What follows belongs to an exercise in optimizing a design on an open flow for small area, a short achievable clock period and few clock cycles per item; a production flow would make more cautious choices.
The RTL of this run was laid out without a check of its function.

$ cat flow/run.sh
#!/bin/bash
# synth_recipe.tcl (not shown) runs the flow's synth.tcl, then flattens the netlist and writes it again
# the make line also repeats each setting of config.mk as NAME=value (left out here)
make -C /OpenROAD-flow-scripts/flow DESIGN_CONFIG=/design/flow/config.mk WORK_HOME=/design/flow/orfs CLKGATE_MAP_FILE= SYNTH_SCRIPT=/design/flow/synth_recipe.tcl finish
$ cat flow/config.mk
export PLATFORM = sky130hd
export DESIGN_NAME = RGB2YUV
export DESIGN_NICKNAME = RGB2YUV
export VERILOG_FILES = /design/flow/design.v
export SDC_FILE = /design/flow/constraint.sdc
export NUM_CORES = 4
export LEC_CHECK = 0
export CAP_MARGIN = 20
export CORE_MARGIN = 2
export CORE_UTILIZATION = 85
export PLACE_DENSITY = 0.9
export SETUP_SLACK_MARGIN = 5
export SLEW_MARGIN = 20
export SYNTH_HIERARCHICAL = 1
export SYNTH_MINIMUM_KEEP_SIZE = 0
$ cat flow/constraint.sdc
create_clock -name core_clock -period 10.0 [get_ports {clk}]
set_input_delay 2.0000 -clock core_clock [delete_from_list [all_inputs] [get_ports {clk}]]
set_output_delay 2.0000 -clock core_clock [all_outputs]
set_load 0.01 [all_outputs]
$ cat flow/design.v
`timescale 1ns/1ps
module RGB2YUV (start, clk, rst_n, inportR, inportG, inportB, done, outportY, outportU, outportV);
	input start, clk, rst_n;
	input [8:0] inportR, inportG, inportB;
	output done;
	output reg [8:0] outportY, outportU, outportV;
	wire [8:0] y, u, v;
	wire n_inportR_0 = ~inportR[0];
	wire n_inportR_1 = ~inportR[1];
	wire n_inportR_2 = ~inportR[2];
	wire n_inportR_3 = ~inportR[3];
	wire n_inportR_4 = ~inportR[4];
	wire n_inportR_5 = ~inportR[5];
	wire n_inportR_6 = ~inportR[6];
	wire n_inportR_7 = ~inportR[7];
	wire s1;
	wire c2;
	FA fa_s1 (.a(inportR[2]), .b(inportR[0]), .c(n_inportR_4), .s(s1), .co(c2));
	wire s3;
	wire c4;
	FA fa_s3 (.a(inportR[3]), .b(inportR[1]), .c(n_inportR_5), .s(s3), .co(c4));
	wire g5;
	assign g5 = n_inportR_0 & 1'b1;
	wire g6;
	assign g6 = n_inportR_0 | 1'b1;
	wire g7;
	assign g7 = n_inportR_2 & inportR[0];
	wire g8;
	assign g8 = n_inportR_2 | inportR[0];
	wire g9;
	assign g9 = n_inportR_3 & inportR[1];
	wire g10;
	assign g10 = n_inportR_3 | inportR[1];
	wire g11;
	assign g11 = c2 & s3;
	wire g12;
	assign g12 = c2 | s3;
	wire g13;
	assign g13 = n_inportR_1 & g5;
	wire g14;
	assign g14 = n_inportR_1 & g6;
	wire g15;
	assign g15 = g8 & n_inportR_1;
	wire g16;
	assign g16 = g9 | (g10 & g7);
	wire g17;
	assign g17 = g10 & g8;
	wire g18;
	assign g18 = s1 & g9;
	wire g19;
	assign g19 = s1 & g10;
	wire g20;
	assign g20 = g12 & s1;
	wire g21;
	assign g21 = g7 | (g15 & g5);
	wire g22;
	assign g22 = g16 | (g17 & g13);
	wire g23;
	assign g23 = g17 & g14;
	wire g24;
	assign g24 = g18 | (g19 & g7);
	wire g25;
	assign g25 = g19 & g15;
	wire g26;
	assign g26 = g11 | (g20 & g16);
	wire g27;
	assign g27 = g20 & g17;
	wire g28;
	assign g28 = g24 | (g25 & g5);
	wire g29;
	assign g29 = g26 | (g27 & g13);
	wire n_inportG_0 = ~inportG[0];
	wire n_inportG_1 = ~inportG[1];
	wire n_inportG_2 = ~inportG[2];
	wire n_inportG_3 = ~inportG[3];
	wire n_inportG_4 = ~inportG[4];
	wire n_inportG_5 = ~inportG[5];
	wire n_inportG_6 = ~inportG[6];
	wire n_inportG_7 = ~inportG[7];
	wire s30;
	wire c31;
	FA fa_s30 (.a(1'b1), .b(n_inportG_2), .c(n_inportG_0), .s(s30), .co(c31));
	wire s32;
	wire c33;
	FA fa_s32 (.a(n_inportG_3), .b(n_inportG_1), .c(c31), .s(s32), .co(c33));
	wire s34;
	wire c35;
	FA fa_s34 (.a(inportG[0]), .b(n_inportG_4), .c(n_inportG_2), .s(s34), .co(c35));
	wire s36;
	wire c37;
	FA fa_s36 (.a(inportG[1]), .b(n_inportG_5), .c(n_inportG_3), .s(s36), .co(c37));
	wire s38;
	wire c39;
	FA fa_s38 (.a(inportG[2]), .b(inportG[0]), .c(n_inportG_6), .s(s38), .co(c39));
	wire s40;
	wire c41;
	FA fa_s40 (.a(n_inportG_4), .b(c37), .c(s38), .s(s40), .co(c41));
	wire g42;
	assign g42 = n_inportG_0 & 1'b1;
	wire g43;
	assign g43 = n_inportG_0 | 1'b1;
	wire g44;
	assign g44 = c33 & s34;
	wire g45;
	assign g45 = c33 | s34;
	wire g46;
	assign g46 = c35 & s36;
	wire g47;
	assign g47 = c35 | s36;
	wire g48;
	assign g48 = n_inportG_1 & g42;
	wire g49;
	assign g49 = n_inportG_1 & g43;
	wire g50;
	assign g50 = s30 & n_inportG_1;
	wire g51;
	assign g51 = s32 & s30;
	wire g52;
	assign g52 = g45 & s32;
	wire g53;
	assign g53 = g46 | (g47 & g44);
	wire g54;
	assign g54 = g47 & g45;
	wire g55;
	assign g55 = s40 & g46;
	wire g56;
	assign g56 = s40 & g47;
	wire g57;
	assign g57 = g50 & g42;
	wire g58;
	assign g58 = g51 & g48;
	wire g59;
	assign g59 = g51 & g49;
	wire g60;
	assign g60 = g52 & g50;
	wire g61;
	assign g61 = g54 & g51;
	wire g62;
	assign g62 = g55 | (g56 & g44);
	wire g63;
	assign g63 = g56 & g52;
	wire g64;
	assign g64 = g44 | (g60 & g42);
	wire g65;
	assign g65 = g53 | (g61 & g48);
	wire g66;
	assign g66 = g62 | (g63 & g57);
	wire n_inportB_0 = ~inportB[0];
	wire n_inportB_1 = ~inportB[1];
	wire n_inportB_2 = ~inportB[2];
	wire n_inportB_3 = ~inportB[3];
	wire n_inportB_4 = ~inportB[4];
	wire n_inportB_5 = ~inportB[5];
	wire n_inportB_6 = ~inportB[6];
	wire n_inportB_7 = ~inportB[7];
	wire s67;
	wire c68;
	FA fa_s67 (.a(inportB[2]), .b(1'b1), .c(n_inportB_0), .s(s67), .co(c68));
	wire s69;
	wire c70;
	FA fa_s69 (.a(inportB[3]), .b(n_inportB_1), .c(c68), .s(s69), .co(c70));
	wire s71;
	wire c72;
	FA fa_s71 (.a(inportB[4]), .b(n_inportB_2), .c(c70), .s(s71), .co(c72));
	wire s73;
	wire c74;
	FA fa_s73 (.a(inportB[5]), .b(inportB[0]), .c(n_inportB_3), .s(s73), .co(c74));
	wire s75;
	wire c76;
	FA fa_s75 (.a(inportB[6]), .b(inportB[1]), .c(n_inportB_4), .s(s75), .co(c76));
	wire s77;
	wire c78;
	FA fa_s77 (.a(inportB[7]), .b(inportB[2]), .c(n_inportB_5), .s(s77), .co(c78));
	wire g79;
	assign g79 = c72 & s73;
	wire g80;
	assign g80 = c72 | s73;
	wire g81;
	assign g81 = c74 & s75;
	wire g82;
	assign g82 = c74 | s75;
	wire g83;
	assign g83 = c76 & s77;
	wire g84;
	assign g84 = c76 | s77;
	wire g85;
	assign g85 = inportB[1] & inportB[0];
	wire g86;
	assign g86 = s67 & inportB[1];
	wire g87;
	assign g87 = s69 & s67;
	wire g88;
	assign g88 = s71 & s69;
	wire g89;
	assign g89 = g80 & s71;
	wire g90;
	assign g90 = g81 | (g82 & g79);
	wire g91;
	assign g91 = g82 & g80;
	wire g92;
	assign g92 = g83 | (g84 & g81);
	wire g93;
	assign g93 = g84 & g82;
	wire g94;
	assign g94 = g87 & g85;
	wire g95;
	assign g95 = g88 & g86;
	wire g96;
	assign g96 = g89 & g87;
	wire g97;
	assign g97 = g91 & g88;
	wire g98;
	assign g98 = g92 | (g93 & g79);
	wire g99;
	assign g99 = g93 & g89;
	wire g100;
	assign g100 = g99 & g94;
	wire [8:0] sg_y;
	function [8:0] f_y;
		input [2:0] s;
		case (s)
			3'd0: f_y = 9'd494;
			3'd1: f_y = 9'd418;
			3'd2: f_y = 9'd344;
			3'd3: f_y = 9'd268;
			3'd4: f_y = 9'd465;
			3'd5: f_y = 9'd389;
			3'd6: f_y = 9'd315;
			3'd7: f_y = 9'd239;
			default: f_y = 9'd0;
		endcase
	endfunction
	assign sg_y = f_y({inportB[8], inportG[8], inportR[8]});
	wire s101;
	wire c102;
	FA fa_s101 (.a(inportR[4]), .b(inportR[2]), .c(inportG[3]), .s(s101), .co(c102));
	wire s103;
	wire c104;
	FA fa_s103 (.a(inportG[1]), .b(inportB[3]), .c(n_inportR_6), .s(s103), .co(c104));
	wire s105;
	wire c106;
	FA fa_s105 (.a(n_inportG_7), .b(n_inportG_5), .c(n_inportB_6), .s(s105), .co(c106));
	wire s107;
	wire c108;
	FA fa_s107 (.a(sg_y[0]), .b(c4), .c(c39), .s(s107), .co(c108));
	wire s109;
	wire c110;
	FA fa_s109 (.a(c78), .b(s101), .c(s103), .s(s109), .co(c110));
	wire s111;
	wire c112;
	FA fa_s111 (.a(s105), .b(s107), .c(c41), .s(s111), .co(c112));
	wire s113;
	wire c114;
	FA fa_s113 (.a(s109), .b(g29), .c(s111), .s(s113), .co(c114));
	wire s115;
	wire c116;
	FA fa_s115 (.a(g66), .b(g98), .c(s113), .s(s115), .co(c116));
	wire s117;
	wire c118;
	FA fa_s117 (.a(inportR[5]), .b(inportR[3]), .c(inportG[4]), .s(s117), .co(c118));
	wire s119;
	wire c120;
	FA fa_s119 (.a(inportG[2]), .b(inportB[4]), .c(n_inportR_7), .s(s119), .co(c120));
	wire s121;
	wire c122;
	FA fa_s121 (.a(n_inportG_6), .b(n_inportB_7), .c(sg_y[1]), .s(s121), .co(c122));
	wire s123;
	wire c124;
	FA fa_s123 (.a(c102), .b(c104), .c(c106), .s(s123), .co(c124));
	wire s125;
	wire c126;
	FA fa_s125 (.a(s117), .b(s119), .c(s121), .s(s125), .co(c126));
	wire s127;
	wire c128;
	FA fa_s127 (.a(c108), .b(s123), .c(c110), .s(s127), .co(c128));
	wire s129;
	wire c130;
	FA fa_s129 (.a(s125), .b(c112), .c(s127), .s(s129), .co(c130));
	wire s131;
	wire c132;
	FA fa_s131 (.a(c114), .b(s129), .c(c116), .s(s131), .co(c132));
	wire s133;
	wire c134;
	FA fa_s133 (.a(inportR[6]), .b(inportR[4]), .c(inportG[5]), .s(s133), .co(c134));
	wire s135;
	wire c136;
	FA fa_s135 (.a(inportG[3]), .b(inportB[5]), .c(n_inportG_7), .s(s135), .co(c136));
	wire s137;
	wire c138;
	FA fa_s137 (.a(sg_y[2]), .b(c118), .c(c120), .s(s137), .co(c138));
	wire s139;
	wire c140;
	FA fa_s139 (.a(s133), .b(s135), .c(c122), .s(s139), .co(c140));
	wire s141;
	wire c142;
	FA fa_s141 (.a(c124), .b(s137), .c(s139), .s(s141), .co(c142));
	wire s143;
	wire c144;
	FA fa_s143 (.a(c126), .b(c128), .c(s141), .s(s143), .co(c144));
	wire s145;
	wire c146;
	FA fa_s145 (.a(c130), .b(s143), .c(c132), .s(s145), .co(c146));
	wire s147;
	wire c148;
	FA fa_s147 (.a(inportR[7]), .b(inportR[5]), .c(inportG[6]), .s(s147), .co(c148));
	wire s149;
	wire c150;
	FA fa_s149 (.a(inportG[4]), .b(inportB[6]), .c(sg_y[3]), .s(s149), .co(c150));
	wire s151;
	wire c152;
	FA fa_s151 (.a(c134), .b(c136), .c(s147), .s(s151), .co(c152));
	wire s153;
	wire c154;
	FA fa_s153 (.a(s149), .b(c138), .c(s151), .s(s153), .co(c154));
	wire s155;
	wire c156;
	FA fa_s155 (.a(c140), .b(s153), .c(c142), .s(s155), .co(c156));
	wire s157;
	wire c158;
	FA fa_s157 (.a(c144), .b(s155), .c(c146), .s(s157), .co(c158));
	wire s159;
	wire c160;
	FA fa_s159 (.a(inportR[6]), .b(inportG[7]), .c(inportG[5]), .s(s159), .co(c160));
	wire s161;
	wire c162;
	FA fa_s161 (.a(inportB[7]), .b(sg_y[4]), .c(c148), .s(s161), .co(c162));
	wire s163;
	wire c164;
	FA fa_s163 (.a(s159), .b(c150), .c(c152), .s(s163), .co(c164));
	wire s165;
	wire c166;
	FA fa_s165 (.a(s161), .b(c154), .c(s163), .s(s165), .co(c166));
	wire s167;
	wire c168;
	FA fa_s167 (.a(s165), .b(c156), .c(c158), .s(s167), .co(c168));
	wire s169;
	wire c170;
	FA fa_s169 (.a(inportR[7]), .b(inportG[6]), .c(sg_y[5]), .s(s169), .co(c170));
	wire s171;
	wire c172;
	FA fa_s171 (.a(c160), .b(c162), .c(s169), .s(s171), .co(c172));
	wire s173;
	wire c174;
	FA fa_s173 (.a(c164), .b(s171), .c(c166), .s(s173), .co(c174));
	wire s175;
	wire c176;
	FA fa_s175 (.a(inportG[7]), .b(sg_y[6]), .c(c170), .s(s175), .co(c176));
	wire s177;
	wire c178;
	FA fa_s177 (.a(s175), .b(c172), .c(c174), .s(s177), .co(c178));
	wire s179;
	wire c180;
	FA fa_s179 (.a(sg_y[7]), .b(c176), .c(c178), .s(s179), .co(c180));
	wire g181;
	assign g181 = c168 & s173;
	wire g182;
	assign g182 = c168 | s173;
	wire g183;
	assign g183 = s131 & s115;
	wire g184;
	assign g184 = s145 & s131;
	wire g185;
	assign g185 = s157 & s145;
	wire g186;
	assign g186 = s167 & s157;
	wire g187;
	assign g187 = g182 & s167;
	wire g188;
	assign g188 = s177 & g181;
	wire g189;
	assign g189 = s177 & g182;
	wire g190;
	assign g190 = s179 & s177;
	wire g191;
	assign g191 = g185 & g183;
	wire g192;
	assign g192 = g186 & g184;
	wire g193;
	assign g193 = g187 & g185;
	wire g194;
	assign g194 = g189 & g186;
	wire g195;
	assign g195 = g190 & g181;
	wire g196;
	assign g196 = g190 & g187;
	wire g197;
	assign g197 = g196 & g191;
	assign y = {(sg_y[8] ^ c180 ^ g195), (s179 ^ g188), (s177 ^ g181), (c168 ^ s173), (s167), (s157), (s145), (s131), (s115)};
	wire s198;
	wire c199;
	FA fa_s198 (.a(inportR[4]), .b(inportR[2]), .c(inportR[0]), .s(s198), .co(c199));
	wire s200;
	wire c201;
	FA fa_s200 (.a(inportR[5]), .b(inportR[3]), .c(inportR[1]), .s(s200), .co(c201));
	wire s202;
	wire c203;
	FA fa_s202 (.a(inportR[6]), .b(inportR[4]), .c(inportR[2]), .s(s202), .co(c203));
	wire s204;
	wire c205;
	FA fa_s204 (.a(1'b1), .b(n_inportR_0), .c(c201), .s(s204), .co(c205));
	wire s206;
	wire c207;
	FA fa_s206 (.a(inportR[7]), .b(inportR[5]), .c(inportR[3]), .s(s206), .co(c207));
	wire s208;
	wire c209;
	FA fa_s208 (.a(n_inportR_1), .b(c203), .c(s206), .s(s208), .co(c209));
	wire g210;
	assign g210 = inportR[2] & inportR[0];
	wire g211;
	assign g211 = inportR[2] | inportR[0];
	wire g212;
	assign g212 = inportR[3] & inportR[1];
	wire g213;
	assign g213 = inportR[3] | inportR[1];
	wire g214;
	assign g214 = c199 & s200;
	wire g215;
	assign g215 = c199 | s200;
	wire g216;
	assign g216 = s202 & s204;
	wire g217;
	assign g217 = s202 | s204;
	wire g218;
	assign g218 = c205 & s208;
	wire g219;
	assign g219 = c205 | s208;
	wire g220;
	assign g220 = inportR[1] & inportR[0];
	wire g221;
	assign g221 = g211 & inportR[1];
	wire g222;
	assign g222 = g212 | (g213 & g210);
	wire g223;
	assign g223 = g213 & g211;
	wire g224;
	assign g224 = s198 & g212;
	wire g225;
	assign g225 = s198 & g213;
	wire g226;
	assign g226 = g215 & s198;
	wire g227;
	assign g227 = g216 | (g217 & g214);
	wire g228;
	assign g228 = g217 & g215;
	wire g229;
	assign g229 = g218 | (g219 & g216);
	wire g230;
	assign g230 = g219 & g217;
	wire g231;
	assign g231 = g223 & g220;
	wire g232;
	assign g232 = g224 | (g225 & g210);
	wire g233;
	assign g233 = g225 & g221;
	wire g234;
	assign g234 = g214 | (g226 & g222);
	wire g235;
	assign g235 = g226 & g223;
	wire g236;
	assign g236 = g227 | (g228 & g224);
	wire g237;
	assign g237 = g228 & g225;
	wire g238;
	assign g238 = g229 | (g230 & g214);
	wire g239;
	assign g239 = g230 & g226;
	wire g240;
	assign g240 = g236 | (g237 & g210);
	wire g241;
	assign g241 = g238 | (g239 & g222);
	wire g242;
	assign g242 = g239 & g231;
	wire s243;
	wire c244;
	FA fa_s243 (.a(1'b1), .b(n_inportG_2), .c(n_inportG_0), .s(s243), .co(c244));
	wire s245;
	wire c246;
	FA fa_s245 (.a(n_inportG_3), .b(n_inportG_1), .c(c244), .s(s245), .co(c246));
	wire s247;
	wire c248;
	FA fa_s247 (.a(1'b1), .b(n_inportG_4), .c(n_inportG_2), .s(s247), .co(c248));
	wire s249;
	wire c250;
	FA fa_s249 (.a(n_inportG_0), .b(s247), .c(c246), .s(s249), .co(c250));
	wire s251;
	wire c252;
	FA fa_s251 (.a(n_inportG_5), .b(n_inportG_3), .c(n_inportG_1), .s(s251), .co(c252));
	wire s253;
	wire c254;
	FA fa_s253 (.a(c248), .b(s251), .c(c250), .s(s253), .co(c254));
	wire g255;
	assign g255 = n_inportG_0 & 1'b1;
	wire g256;
	assign g256 = n_inportG_0 | 1'b1;
	wire g257;
	assign g257 = n_inportG_1 & g255;
	wire g258;
	assign g258 = n_inportG_1 & g256;
	wire g259;
	assign g259 = s243 & n_inportG_1;
	wire g260;
	assign g260 = s245 & s243;
	wire g261;
	assign g261 = s249 & s245;
	wire g262;
	assign g262 = s253 & s249;
	wire g263;
	assign g263 = g259 & g255;
	wire g264;
	assign g264 = g260 & g257;
	wire g265;
	assign g265 = g260 & g258;
	wire g266;
	assign g266 = g261 & g259;
	wire g267;
	assign g267 = g262 & g260;
	wire g268;
	assign g268 = g266 & g255;
	wire g269;
	assign g269 = g267 & g257;
	wire [8:0] sg_u;
	function [8:0] f_u;
		input [2:0] s;
		case (s)
			3'd0: f_u = 9'd492;
			3'd1: f_u = 9'd364;
			3'd2: f_u = 9'd23;
			3'd3: f_u = 9'd407;
			3'd4: f_u = 9'd64;
			3'd5: f_u = 9'd448;
			3'd6: f_u = 9'd107;
			3'd7: f_u = 9'd491;
			default: f_u = 9'd0;
		endcase
	endfunction
	assign sg_u = f_u({inportG[8], inportR[8], inportB[8]});
	wire s270;
	wire c271;
	FA fa_s270 (.a(inportB[1]), .b(inportR[6]), .c(inportR[4]), .s(s270), .co(c271));
	wire s272;
	wire c273;
	FA fa_s272 (.a(n_inportR_2), .b(n_inportG_6), .c(n_inportG_4), .s(s272), .co(c273));
	wire s274;
	wire c275;
	FA fa_s274 (.a(n_inportG_2), .b(sg_u[0]), .c(c207), .s(s274), .co(c275));
	wire s276;
	wire c277;
	FA fa_s276 (.a(c252), .b(s270), .c(s272), .s(s276), .co(c277));
	wire s278;
	wire c279;
	FA fa_s278 (.a(c209), .b(s274), .c(s276), .s(s278), .co(c279));
	wire s280;
	wire c281;
	FA fa_s280 (.a(s278), .b(c254), .c(g241), .s(s280), .co(c281));
	wire s282;
	wire c283;
	FA fa_s282 (.a(inportB[2]), .b(inportR[7]), .c(inportR[5]), .s(s282), .co(c283));
	wire s284;
	wire c285;
	FA fa_s284 (.a(n_inportR_3), .b(n_inportG_7), .c(n_inportG_5), .s(s284), .co(c285));
	wire s286;
	wire c287;
	FA fa_s286 (.a(n_inportG_3), .b(sg_u[1]), .c(c271), .s(s286), .co(c287));
	wire s288;
	wire c289;
	FA fa_s288 (.a(c273), .b(s282), .c(s284), .s(s288), .co(c289));
	wire s290;
	wire c291;
	FA fa_s290 (.a(c275), .b(s286), .c(c277), .s(s290), .co(c291));
	wire s292;
	wire c293;
	FA fa_s292 (.a(s288), .b(c279), .c(s290), .s(s292), .co(c293));
	wire s294;
	wire c295;
	FA fa_s294 (.a(inportB[3]), .b(inportR[6]), .c(n_inportR_4), .s(s294), .co(c295));
	wire s296;
	wire c297;
	FA fa_s296 (.a(n_inportG_6), .b(n_inportG_4), .c(sg_u[2]), .s(s296), .co(c297));
	wire s298;
	wire c299;
	FA fa_s298 (.a(c283), .b(c285), .c(s294), .s(s298), .co(c299));
	wire s300;
	wire c301;
	FA fa_s300 (.a(c287), .b(s296), .c(c289), .s(s300), .co(c301));
	wire s302;
	wire c303;
	FA fa_s302 (.a(s298), .b(c291), .c(s300), .s(s302), .co(c303));
	wire s304;
	wire c305;
	FA fa_s304 (.a(inportB[4]), .b(inportR[7]), .c(n_inportR_5), .s(s304), .co(c305));
	wire s306;
	wire c307;
	FA fa_s306 (.a(n_inportG_7), .b(n_inportG_5), .c(sg_u[3]), .s(s306), .co(c307));
	wire s308;
	wire c309;
	FA fa_s308 (.a(c295), .b(s304), .c(c297), .s(s308), .co(c309));
	wire s310;
	wire c311;
	FA fa_s310 (.a(s306), .b(c299), .c(s308), .s(s310), .co(c311));
	wire s312;
	wire c313;
	FA fa_s312 (.a(c301), .b(s310), .c(c303), .s(s312), .co(c313));
	wire s314;
	wire c315;
	FA fa_s314 (.a(inportB[5]), .b(n_inportR_6), .c(n_inportG_6), .s(s314), .co(c315));
	wire s316;
	wire c317;
	FA fa_s316 (.a(sg_u[4]), .b(c305), .c(s314), .s(s316), .co(c317));
	wire s318;
	wire c319;
	FA fa_s318 (.a(c307), .b(s316), .c(c309), .s(s318), .co(c319));
	wire s320;
	wire c321;
	FA fa_s320 (.a(c311), .b(s318), .c(c313), .s(s320), .co(c321));
	wire s322;
	wire c323;
	FA fa_s322 (.a(inportB[6]), .b(n_inportR_7), .c(n_inportG_7), .s(s322), .co(c323));
	wire s324;
	wire c325;
	FA fa_s324 (.a(sg_u[5]), .b(c315), .c(s322), .s(s324), .co(c325));
	wire s326;
	wire c327;
	FA fa_s326 (.a(c317), .b(s324), .c(c319), .s(s326), .co(c327));
	wire s328;
	wire c329;
	FA fa_s328 (.a(inportB[7]), .b(sg_u[6]), .c(c323), .s(s328), .co(c329));
	wire s330;
	wire c331;
	FA fa_s330 (.a(s328), .b(c325), .c(c327), .s(s330), .co(c331));
	wire s332;
	wire c333;
	FA fa_s332 (.a(sg_u[7]), .b(c329), .c(c331), .s(s332), .co(c333));
	wire g334;
	assign g334 = g269 & s280;
	wire g335;
	assign g335 = g269 | s280;
	wire g336;
	assign g336 = c281 & s292;
	wire g337;
	assign g337 = c281 | s292;
	wire g338;
	assign g338 = c293 & s302;
	wire g339;
	assign g339 = c293 | s302;
	wire g340;
	assign g340 = c321 & s326;
	wire g341;
	assign g341 = c321 | s326;
	wire g342;
	assign g342 = g336 | (g337 & g334);
	wire g343;
	assign g343 = g337 & g335;
	wire g344;
	assign g344 = g338 | (g339 & g336);
	wire g345;
	assign g345 = g339 & g337;
	wire g346;
	assign g346 = s312 & g338;
	wire g347;
	assign g347 = s312 & g339;
	wire g348;
	assign g348 = s320 & s312;
	wire g349;
	assign g349 = g341 & s320;
	wire g350;
	assign g350 = s330 & g340;
	wire g351;
	assign g351 = s330 & g341;
	wire g352;
	assign g352 = s332 & s330;
	wire g353;
	assign g353 = g344 | (g345 & g334);
	wire g354;
	assign g354 = g346 | (g347 & g342);
	wire g355;
	assign g355 = g347 & g343;
	wire g356;
	assign g356 = g348 & g344;
	wire g357;
	assign g357 = g348 & g345;
	wire g358;
	assign g358 = g340 | (g349 & g346);
	wire g359;
	assign g359 = g349 & g347;
	wire g360;
	assign g360 = g351 & g348;
	wire g361;
	assign g361 = g352 & g340;
	wire g362;
	assign g362 = g352 & g349;
	wire g363;
	assign g363 = g356 | (g357 & g334);
	wire g364;
	assign g364 = g358 | (g359 & g342);
	wire g365;
	assign g365 = g350 | (g360 & g353);
	wire g366;
	assign g366 = g361 | (g362 & g354);
	wire g367;
	assign g367 = g362 & g355;
	assign u = {(sg_u[8] ^ c333 ^ g366), (s332 ^ g365), (s330 ^ g364), (c321 ^ s326 ^ g363), (s320 ^ g354), (s312 ^ g353), (c293 ^ s302 ^ g342), (c281 ^ s292 ^ g334), (g269 ^ s280)};
	wire s368;
	wire c369;
	FA fa_s368 (.a(inportG[4]), .b(inportG[2]), .c(inportG[0]), .s(s368), .co(c369));
	wire s370;
	wire c371;
	FA fa_s370 (.a(inportG[5]), .b(inportG[3]), .c(inportG[1]), .s(s370), .co(c371));
	wire s372;
	wire c373;
	FA fa_s372 (.a(inportG[6]), .b(inportG[4]), .c(inportG[2]), .s(s372), .co(c373));
	wire s374;
	wire c375;
	FA fa_s374 (.a(inportG[7]), .b(inportG[5]), .c(inportG[3]), .s(s374), .co(c375));
	wire s376;
	wire c377;
	FA fa_s376 (.a(1'b1), .b(n_inportG_0), .c(c373), .s(s376), .co(c377));
	wire g378;
	assign g378 = inportG[2] & inportG[0];
	wire g379;
	assign g379 = inportG[2] | inportG[0];
	wire g380;
	assign g380 = inportG[3] & inportG[1];
	wire g381;
	assign g381 = inportG[3] | inportG[1];
	wire g382;
	assign g382 = c369 & s370;
	wire g383;
	assign g383 = c369 | s370;
	wire g384;
	assign g384 = c371 & s372;
	wire g385;
	assign g385 = c371 | s372;
	wire g386;
	assign g386 = s374 & s376;
	wire g387;
	assign g387 = s374 | s376;
	wire g388;
	assign g388 = inportG[1] & inportG[0];
	wire g389;
	assign g389 = g379 & inportG[1];
	wire g390;
	assign g390 = g380 | (g381 & g378);
	wire g391;
	assign g391 = g381 & g379;
	wire g392;
	assign g392 = s368 & g380;
	wire g393;
	assign g393 = s368 & g381;
	wire g394;
	assign g394 = g383 & s368;
	wire g395;
	assign g395 = g384 | (g385 & g382);
	wire g396;
	assign g396 = g385 & g383;
	wire g397;
	assign g397 = g386 | (g387 & g384);
	wire g398;
	assign g398 = g387 & g385;
	wire g399;
	assign g399 = g391 & g388;
	wire g400;
	assign g400 = g392 | (g393 & g378);
	wire g401;
	assign g401 = g393 & g389;
	wire g402;
	assign g402 = g382 | (g394 & g390);
	wire g403;
	assign g403 = g394 & g391;
	wire g404;
	assign g404 = g395 | (g396 & g392);
	wire g405;
	assign g405 = g396 & g393;
	wire g406;
	assign g406 = g397 | (g398 & g382);
	wire g407;
	assign g407 = g398 & g394;
	wire g408;
	assign g408 = g404 | (g405 & g378);
	wire g409;
	assign g409 = g406 | (g407 & g390);
	wire g410;
	assign g410 = g407 & g399;
	wire s411;
	wire c412;
	FA fa_s411 (.a(1'b1), .b(n_inportB_2), .c(n_inportB_0), .s(s411), .co(c412));
	wire s413;
	wire c414;
	FA fa_s413 (.a(n_inportB_3), .b(n_inportB_1), .c(c412), .s(s413), .co(c414));
	wire s415;
	wire c416;
	FA fa_s415 (.a(n_inportB_4), .b(n_inportB_2), .c(c414), .s(s415), .co(c416));
	wire s417;
	wire c418;
	FA fa_s417 (.a(n_inportB_5), .b(n_inportB_3), .c(c416), .s(s417), .co(c418));
	wire g419;
	assign g419 = n_inportB_0 & 1'b1;
	wire g420;
	assign g420 = n_inportB_0 | 1'b1;
	wire g421;
	assign g421 = n_inportB_1 & g419;
	wire g422;
	assign g422 = n_inportB_1 & g420;
	wire g423;
	assign g423 = s411 & n_inportB_1;
	wire g424;
	assign g424 = s413 & s411;
	wire g425;
	assign g425 = s415 & s413;
	wire g426;
	assign g426 = s417 & s415;
	wire g427;
	assign g427 = g423 & g419;
	wire g428;
	assign g428 = g424 & g421;
	wire g429;
	assign g429 = g424 & g422;
	wire g430;
	assign g430 = g425 & g423;
	wire g431;
	assign g431 = g426 & g424;
	wire g432;
	assign g432 = g430 & g419;
	wire g433;
	assign g433 = g431 & g421;
	wire [8:0] sg_v;
	function [8:0] f_v;
		input [2:0] s;
		case (s)
			3'd0: f_v = 9'd492;
			3'd1: f_v = 9'd364;
			3'd2: f_v = 9'd87;
			3'd3: f_v = 9'd471;
			3'd4: f_v = 9'd0;
			3'd5: f_v = 9'd384;
			3'd6: f_v = 9'd107;
			3'd7: f_v = 9'd491;
			default: f_v = 9'd0;
		endcase
	endfunction
	assign sg_v = f_v({inportB[8], inportG[8], inportR[8]});
	wire s434;
	wire c435;
	FA fa_s434 (.a(inportR[1]), .b(inportG[6]), .c(inportG[4]), .s(s434), .co(c435));
	wire s436;
	wire c437;
	FA fa_s436 (.a(n_inportG_1), .b(n_inportB_6), .c(n_inportB_4), .s(s436), .co(c437));
	wire s438;
	wire c439;
	FA fa_s438 (.a(sg_v[0]), .b(c375), .c(s434), .s(s438), .co(c439));
	wire s440;
	wire c441;
	FA fa_s440 (.a(s436), .b(c377), .c(s438), .s(s440), .co(c441));
	wire s442;
	wire c443;
	FA fa_s442 (.a(s440), .b(g409), .c(c418), .s(s442), .co(c443));
	wire s444;
	wire c445;
	FA fa_s444 (.a(inportR[2]), .b(inportG[7]), .c(inportG[5]), .s(s444), .co(c445));
	wire s446;
	wire c447;
	FA fa_s446 (.a(n_inportG_2), .b(n_inportB_7), .c(n_inportB_5), .s(s446), .co(c447));
	wire s448;
	wire c449;
	FA fa_s448 (.a(sg_v[1]), .b(c435), .c(c437), .s(s448), .co(c449));
	wire s450;
	wire c451;
	FA fa_s450 (.a(s444), .b(s446), .c(c439), .s(s450), .co(c451));
	wire s452;
	wire c453;
	FA fa_s452 (.a(s448), .b(c441), .c(s450), .s(s452), .co(c453));
	wire s454;
	wire c455;
	FA fa_s454 (.a(inportR[3]), .b(inportG[6]), .c(n_inportG_3), .s(s454), .co(c455));
	wire s456;
	wire c457;
	FA fa_s456 (.a(n_inportB_6), .b(sg_v[2]), .c(c445), .s(s456), .co(c457));
	wire s458;
	wire c459;
	FA fa_s458 (.a(c447), .b(s454), .c(c449), .s(s458), .co(c459));
	wire s460;
	wire c461;
	FA fa_s460 (.a(s456), .b(c451), .c(s458), .s(s460), .co(c461));
	wire s462;
	wire c463;
	FA fa_s462 (.a(inportR[4]), .b(inportG[7]), .c(n_inportG_4), .s(s462), .co(c463));
	wire s464;
	wire c465;
	FA fa_s464 (.a(n_inportB_7), .b(sg_v[3]), .c(c455), .s(s464), .co(c465));
	wire s466;
	wire c467;
	FA fa_s466 (.a(s462), .b(c457), .c(s464), .s(s466), .co(c467));
	wire s468;
	wire c469;
	FA fa_s468 (.a(c459), .b(s466), .c(c461), .s(s468), .co(c469));
	wire s470;
	wire c471;
	FA fa_s470 (.a(inportR[5]), .b(n_inportG_5), .c(sg_v[4]), .s(s470), .co(c471));
	wire s472;
	wire c473;
	FA fa_s472 (.a(c463), .b(s470), .c(c465), .s(s472), .co(c473));
	wire s474;
	wire c475;
	FA fa_s474 (.a(c467), .b(s472), .c(c469), .s(s474), .co(c475));
	wire s476;
	wire c477;
	FA fa_s476 (.a(inportR[6]), .b(n_inportG_6), .c(sg_v[5]), .s(s476), .co(c477));
	wire s478;
	wire c479;
	FA fa_s478 (.a(c471), .b(s476), .c(c473), .s(s478), .co(c479));
	wire s480;
	wire c481;
	FA fa_s480 (.a(inportR[7]), .b(n_inportG_7), .c(sg_v[6]), .s(s480), .co(c481));
	wire s482;
	wire c483;
	FA fa_s482 (.a(c477), .b(s480), .c(c479), .s(s482), .co(c483));
	wire s484;
	wire c485;
	FA fa_s484 (.a(sg_v[7]), .b(c481), .c(c483), .s(s484), .co(c485));
	wire g486;
	assign g486 = g433 & s442;
	wire g487;
	assign g487 = g433 | s442;
	wire g488;
	assign g488 = c443 & s452;
	wire g489;
	assign g489 = c443 | s452;
	wire g490;
	assign g490 = c453 & s460;
	wire g491;
	assign g491 = c453 | s460;
	wire g492;
	assign g492 = c475 & s478;
	wire g493;
	assign g493 = c475 | s478;
	wire g494;
	assign g494 = g488 | (g489 & g486);
	wire g495;
	assign g495 = g489 & g487;
	wire g496;
	assign g496 = g490 | (g491 & g488);
	wire g497;
	assign g497 = g491 & g489;
	wire g498;
	assign g498 = s468 & g490;
	wire g499;
	assign g499 = s468 & g491;
	wire g500;
	assign g500 = s474 & s468;
	wire g501;
	assign g501 = g493 & s474;
	wire g502;
	assign g502 = s482 & g492;
	wire g503;
	assign g503 = s482 & g493;
	wire g504;
	assign g504 = s484 & s482;
	wire g505;
	assign g505 = g496 | (g497 & g486);
	wire g506;
	assign g506 = g498 | (g499 & g494);
	wire g507;
	assign g507 = g499 & g495;
	wire g508;
	assign g508 = g500 & g496;
	wire g509;
	assign g509 = g500 & g497;
	wire g510;
	assign g510 = g492 | (g501 & g498);
	wire g511;
	assign g511 = g501 & g499;
	wire g512;
	assign g512 = g503 & g500;
	wire g513;
	assign g513 = g504 & g492;
	wire g514;
	assign g514 = g504 & g501;
	wire g515;
	assign g515 = g508 | (g509 & g486);
	wire g516;
	assign g516 = g510 | (g511 & g494);
	wire g517;
	assign g517 = g502 | (g512 & g505);
	wire g518;
	assign g518 = g513 | (g514 & g506);
	wire g519;
	assign g519 = g514 & g507;
	assign v = {(sg_v[8] ^ c485 ^ g518), (s484 ^ g517), (s482 ^ g516), (c475 ^ s478 ^ g515), (s474 ^ g506), (s468 ^ g505), (c453 ^ s460 ^ g494), (c443 ^ s452 ^ g486), (g433 ^ s442)};
	assign done = start;
	always @(posedge clk or negedge rst_n) begin
		if (!rst_n) begin
			outportY <= 9'd0;
			outportU <= 9'd0;
			outportV <= 9'd0;
		end else if (start) begin
			outportY <= y;
			outportU <= u;
			outportV <= v;
		end
	end
endmodule
module FA (a, b, c, s, co);
	input a, b, c;
	output s, co;
	assign s = a ^ b ^ c;
	assign co = (a & b) | (a & c) | (b & c);
endmodule
==> summary.txt <==
Status
  • Status: did not finish
  • Exit stage: 3_3_place_gp
  • Tool error: [ERROR GPL-0301] Utilization 101.640 % exceeds 100%.

Synth
  • Syn_area_per_cell: 12.8 um^2
  • Synth unique cells: 39
  • Synth Cell Area: 0.00482 mm^2
  • Cells after Synth: 377
  • Sequential area share after synthesis: 14.0%
  • #FFs+latches synth: 27
  • Synth warn: 7

Floorplanning
  • Cell Rows: 27
  • I/O pin cnt: 58
  • Chip Height: 79.3 um
  • Initial Utilization: 87.5%
  • Chip Width: 79.3 um

Place
  • Port Buffers: 57
-- modules after synthesis, one instance, submodules excluded --
| module | cells inside | flip-flops and latches |
|---|---|---|
| FA | 1 | 0 |
| RGB2YUV | 244 | 27 |
-- synth_stat cells --
master / number / area [um^2]
a211o_1: 1 / 8.76
a211oi_1: 1 / 7.51
a21o_1: 2 / 15.0
a21oi_1: 20 / 100
a21oi_2: 2 / 17.5
a221oi_1: 2 / 17.5
a222oi_1: 1 / 10.0
a31oi_1: 2 / 12.5
and2_1: 1 / 6.26
buf_2: 2 / 10.0
buf_4: 2 / 15.0
clkbuf_1: 3 / 11.3
conb_1: 1 / 3.75
dfrtp_1: 27 / 676
fa_1: 135 / 2700
ha_1: 24 / 300
inv_1: 47 / 176
maj3_1: 1 / 10.0
maj3_2: 2 / 22.5
mux2_2: 17 / 191
mux2i_1: 2 / 20.0
nand2_1: 9 / 33.8
nand2b_1: 3 / 18.8
nand3_1: 4 / 20.0
nand4_1: 3 / 18.8
nor2_1: 18 / 67.6
nor2b_1: 1 / 6.26
nor2b_2: 1 / 8.76
nor3_1: 6 / 30.0
o2111ai_1: 3 / 26.3
o211a_1: 1 / 10.0
o21a_1: 2 / 15.0
o21ai_0: 8 / 40.0
o21ai_1: 1 / 5.00
o21bai_1: 2 / 15.0
o31ai_1: 1 / 7.51
or3_1: 2 / 12.5
xnor2_1: 11 / 96.3
xor2_1: 6 / 52.6
-- logic make-up after synthesis --
group	count (synthesis)	synth area share [%]
fa+ha+maj	162	63.0
buf+inv	54	4.41
compound gates	49	6.39
simple gates	48	4.62
flops	27	14.0
mux	19	4.39
xor+xnor	17	3.09
other cells	1	0.0778
